This is an optimization exercise on Yosys and OpenROAD, whose aim is small area, not a production implementation. The RTL was checked by simulation tests, not by an equivalence proof against the original design. No activity file was given, so power comes from the tool's default toggle rates.

==> run D <==
## fifo_1r1w
module fifo_1r1w
  #(parameter [31:0] width_p = 32
   ,parameter [31:0] depth_log2_p = 4
   )
  (input [0:0] clk_i
  ,input [0:0] reset_i
  ,input [width_p-1:0] data_i
  ,input [0:0] ready_i
  ,input [0:0] valid_i
  ,output [0:0] ready_o 
  ,output [0:0] valid_o 
  ,output [width_p-1:0] data_o 
  );
==> module ram_1r1w_sync, before the edit <==
module ram_1r1w_sync
  #(parameter [31:0] width_p = 8
  ,parameter [31:0] depth_p = 512
  /*verilator lint_off UNUSEDPARAM*/
  ,parameter filename_p = "memory_init_file.bin")
  /*verilator lint_on UNUSEDPARAM*/
  (input [0:0] clk_i
  ,input [0:0] reset_i
  ,input [0:0] wr_valid_i
  ,input [width_p-1:0] wr_data_i
  ,input [$clog2(depth_p) - 1 : 0] wr_addr_i
  ,input [0:0] rd_valid_i
  ,input [$clog2(depth_p) - 1 : 0] rd_addr_i
  ,output [width_p-1:0] rd_data_o);
  logic [width_p-1:0] ram [depth_p-1:0];
  logic [width_p-1:0] rd_data_l;
  always_ff @(posedge clk_i) begin
    if (~reset_i && rd_valid_i)
      rd_data_l <= ram[rd_addr_i];
    if (~reset_i && wr_valid_i) 
      ram[wr_addr_i] <= wr_data_i;
  end
  assign rd_data_o = rd_data_l;
endmodule
==> module fifo_1r1w, before the edit <==
module fifo_1r1w
  #(parameter [31:0] width_p = 32
   ,parameter [31:0] depth_log2_p = 4
   )
  (input [0:0] clk_i
  ,input [0:0] reset_i
  ,input [width_p-1:0] data_i
  ,input [0:0] ready_i
  ,input [0:0] valid_i
  ,output [0:0] ready_o 
  ,output [0:0] valid_o 
  ,output [width_p-1:0] data_o 
  );
  logic [depth_log2_p:0] wr_ptr, rd_ptr;
  logic wr_en;
  assign wr_en = valid_i & ready_o;
  logic rd_en;
  assign rd_en = valid_o & ready_i;
  logic [0:0] full;
  assign full = (wr_ptr[depth_log2_p] ^ rd_ptr[depth_log2_p]) 
                && (wr_ptr[depth_log2_p-1:0] == rd_ptr[depth_log2_p-1:0]);
  logic [0:0] empty;
  assign empty = ~(wr_ptr[depth_log2_p] ^ rd_ptr[depth_log2_p]) 
                 && (wr_ptr[depth_log2_p-1:0] == rd_ptr[depth_log2_p-1:0]);
  assign ready_o = ~full;
  assign valid_o = ~empty;
  logic [width_p-1:0] rd_data_l;
  logic [depth_log2_p:0] mux;
  assign mux = (rd_en) ? (rd_ptr + 1) : rd_ptr;
  ram_1r1w_sync #(
    .width_p(width_p),
    .depth_p(1<<depth_log2_p),
    .filename_p("")
  ) ram_inst (
    .clk_i(clk_i),
    .reset_i(reset_i),
    .wr_valid_i(wr_en),
    .wr_data_i(data_i),
    .wr_addr_i(wr_ptr[depth_log2_p-1:0]),
    .rd_valid_i(1'b1),
    .rd_addr_i(mux[depth_log2_p-1:0]),
    .rd_data_o(rd_data_l)
  );
  logic [0:0] trail;
  logic [width_p-1:0] data_l;
  logic [0:0] firstwrite;
  always_ff @(posedge clk_i) begin
    if (reset_i) begin
      wr_ptr <= '0;
      rd_ptr <= '0;
      data_l <= '0;
      trail <= '0;
      firstwrite <= '0;
    end
    else begin
      if (wr_en) begin
        wr_ptr <= wr_ptr + 1;
        data_l <= data_i;
      end
      if (rd_en) begin
        rd_ptr <= rd_ptr + 1;
      end
    firstwrite <= (wr_en & empty) | (firstwrite & rd_en);
    trail <= (mux == wr_ptr) & rd_en;
    end
  end
  assign data_o = (firstwrite | trail) ? data_l : rd_data_l;
endmodule
==> flow/config.mk <==
export PLATFORM = sky130hd
export DESIGN_NAME = fifo_1r1w
export DESIGN_NICKNAME = fifo_1r1w
export VERILOG_FILES = /design/flow/design.v
export SDC_FILE = /design/flow/constraint.sdc
export NUM_CORES = 4
export LEC_CHECK = 0
export CAP_MARGIN = 20
export CORE_MARGIN = 2
export CORE_UTILIZATION = 40
export SLEW_MARGIN = 20
==> flow/constraint.sdc <==
create_clock -name core_clock -period 5.0 [get_ports {clk_i}]
set_input_delay 1.0000 -clock core_clock [delete_from_list [all_inputs] [get_ports {clk_i}]]
set_output_delay 1.0000 -clock core_clock [all_outputs]
set_load 0.01 [all_outputs]
run.sh (not shown) runs the stock make flow with config.mk's settings and CLKGATE_MAP_FILE= SYNTH_SCRIPT=/design/flow/synth_recipe.tcl, a recipe that flattens the netlist after the stock synthesis.
==> run E: changes against run D <==
==> flow/design.v (replaced) <==
module ram_1r1w_sync
  #(parameter [31:0] depth_p = 16)
  (input [depth_p-1:0] d_i
  ,input [depth_p-1:0] sel_n_i
  ,output d_o
  );
  assign d_o = &(d_i | sel_n_i);
endmodule
module fifo_1r1w
  #(parameter [31:0] width_p = 32
   ,parameter [31:0] depth_log2_p = 4
   )
  (input [0:0] clk_i
  ,input [0:0] reset_i
  ,input [width_p-1:0] data_i
  ,input [0:0] ready_i
  ,input [0:0] valid_i
  ,output [0:0] ready_o
  ,output [0:0] valid_o
  ,output [width_p-1:0] data_o
  );
  localparam int depth_lp = 1 << depth_log2_p;
  logic [depth_log2_p-1:0] ptr;
  logic v, f;
  assign valid_o = v;
  assign ready_o = ~f;
  wire wr_en = valid_i & ~f;
  wire rd_en = v & ready_i;
  always_ff @(posedge clk_i) begin
    if (reset_i) begin
      ptr <= '1;
      v <= 1'b0;
      f <= 1'b0;
    end else if (wr_en & ~rd_en) begin
      ptr <= ptr + 1'b1;
      v <= 1'b1;
      f <= (ptr == depth_log2_p'(depth_lp - 2));
    end else if (rd_en & ~wr_en) begin
      ptr <= ptr - 1'b1;
      v <= (ptr != '0);
      f <= 1'b0;
    end
  end
  logic [width_p-1:0] mem [depth_lp-1:0];
  always_ff @(posedge clk_i) begin
    if (wr_en) begin
      mem[0] <= data_i;
      for (int i = 1; i < depth_lp; i++)
        mem[i] <= mem[i-1];
    end
  end
  logic [depth_lp-1:0] sel_n;
  always_comb
    for (int i = 0; i < depth_lp; i++)
      sel_n[i] = (ptr != depth_log2_p'(i));
  for (genvar b = 0; b < width_p; b++) begin : rd
    logic [depth_lp-1:0] col;
    for (genvar i = 0; i < depth_lp; i++) begin : c
      assign col[i] = mem[i][b];
    end
    ram_1r1w_sync #(.depth_p(depth_lp)) mux
      (.d_i(col), .sel_n_i(sel_n), .d_o(data_o[b]));
  end
endmodule
--- a/flow/config.mk
+++ b/flow/config.mk
@@ -9,3 +9,4 @@
 export CORE_MARGIN = 2
 export CORE_UTILIZATION = 40
 export SLEW_MARGIN = 20
+export SYNTH_HIERARCHICAL = 1
==> run H: changes against run D <==
==> flow/design.v (replaced) <==
module ram_1r1w_sync
  #(parameter [31:0] depth_p = 16)
  (input [depth_p-1:0] d_i
  ,input [depth_p-1:0] sel_n_i
  ,input odd_i
  ,output d_o
  );
  localparam int pairs_lp = depth_p / 2;
  logic [pairs_lp-1:0] y;
  for (genvar p = 0; p < pairs_lp; p++) begin : pr
    localparam int k = 4 * (p / 2) + (p % 2);
    rd_pair u (.a_i(d_i[k]), .sa_n_i(sel_n_i[k]), .b_i(d_i[k+2]), .sb_n_i(sel_n_i[k+2]), .y_o(y[p]));
  end
  logic [pairs_lp/2-1:0] ye, yo;
  for (genvar p = 0; p < pairs_lp / 2; p++) begin : sp
    assign ye[p] = y[2*p];
    assign yo[p] = y[2*p+1];
  end
  rd_fin uf (.ye_i(ye), .yo_i(yo), .odd_i(odd_i), .d_o(d_o));
endmodule
module ring_bit
  (input din_i
  ,input we_i
  ,input we_n_i
  ,input prev_i
  ,output d_o
  );
  assign d_o = ~((din_i | we_n_i) & (prev_i | we_i));
endmodule
module rd_pair
  (input a_i
  ,input sa_n_i
  ,input b_i
  ,input sb_n_i
  ,output y_o
  );
  assign y_o = ~((a_i | sa_n_i) & (b_i | sb_n_i));
endmodule
module rd_fin
  (input [3:0] ye_i
  ,input [3:0] yo_i
  ,input odd_i
  ,output d_o
  );
  assign d_o = ~|ye_i & ~(~|yo_i & odd_i);
endmodule
module fifo_1r1w
  #(parameter [31:0] width_p = 32
   ,parameter [31:0] depth_log2_p = 4
   )
  (input [0:0] clk_i
  ,input [0:0] reset_i
  ,input [width_p-1:0] data_i
  ,input [0:0] ready_i
  ,input [0:0] valid_i
  ,output [0:0] ready_o
  ,output [0:0] valid_o
  ,output [width_p-1:0] data_o
  );
  localparam int depth_lp = 1 << depth_log2_p;
  logic [depth_log2_p-1:0] wp, rp;
  logic v, f;
  assign valid_o = v;
  assign ready_o = ~f;
  wire wr_en = valid_i & ~f;
  wire rd_en = v & ready_i;
  always_ff @(posedge clk_i) begin
    if (reset_i) begin
      wp <= depth_log2_p'(1);
      rp <= '0;
      v <= 1'b0;
      f <= 1'b0;
    end else begin
      wp <= wp + {{(depth_log2_p-1){1'b0}}, 1'b1} + {{(depth_log2_p-1){1'b0}}, wr_en};
      rp <= rp + {{(depth_log2_p-1){1'b0}}, 1'b1} + {{(depth_log2_p-1){1'b0}}, rd_en};
      if (wr_en & ~rd_en) begin
        v <= 1'b1;
        f <= (wp == rp);
      end else if (rd_en & ~wr_en) begin
        v <= (wp != rp + depth_log2_p'(2));
        f <= 1'b0;
      end
    end
  end
  logic [depth_lp-1:0] we, we_n;
  always_comb
    for (int j = 0; j < depth_lp; j++) begin
      we[j] = wr_en & (wp == depth_log2_p'(j));
      we_n[j] = ~we[j];
    end
  logic [depth_lp-1:0] rs_n;
  always_comb
    for (int j = 0; j < depth_lp; j++)
      rs_n[j] = (rp != depth_log2_p'(j));
  wire [width_p-1:0] data_n = ~data_i;
  logic [width_p-1:0] mem [depth_lp-1:0];
  logic [width_p-1:0] mem_d [depth_lp-1:0];
  for (genvar j = 0; j < depth_lp; j++) begin : slot
    wire [width_p-1:0] din = (j % 2 == 0) ? data_n : data_i;
    for (genvar b = 0; b < width_p; b++) begin : b_
      ring_bit rb
        (.din_i(din[b]), .we_i(we[j]), .we_n_i(we_n[j])
        ,.prev_i(mem[(j + depth_lp - 1) % depth_lp][b])
        ,.d_o(mem_d[j][b]));
    end
  end
  always_ff @(posedge clk_i)
    for (int j = 0; j < depth_lp; j++)
      mem[j] <= mem_d[j];
  for (genvar b = 0; b < width_p; b++) begin : rd
    logic [depth_lp-1:0] col;
    for (genvar j = 0; j < depth_lp; j++) begin : c
      assign col[j] = mem[j][b];
    end
    ram_1r1w_sync #(.depth_p(depth_lp)) mux
      (.d_i(col), .sel_n_i(rs_n), .odd_i(rp[0]), .d_o(data_o[b]));
  end
endmodule
--- a/flow/config.mk
+++ b/flow/config.mk
@@ -9,3 +9,4 @@
 export CORE_MARGIN = 2
 export CORE_UTILIZATION = 40
 export SLEW_MARGIN = 20
+export SYNTH_HIERARCHICAL = 1
==> comparison <==
Between run H and run E, the lower synthesized cell count is in run E (gap about 56%, measured against run E).
The lowest via count belongs to run E, the highest to run D.
Against run D, the non-clock buffer count of run H is higher by 1.
Combinational power: run E < run H < run D.
Count of clock-buffer cells in the layout: run D > run E > run H.
Sequential share of layout area: run H < run D < run E.
Between run H and run D, the lower clock skew is in run D (gap 0.0040 ns).
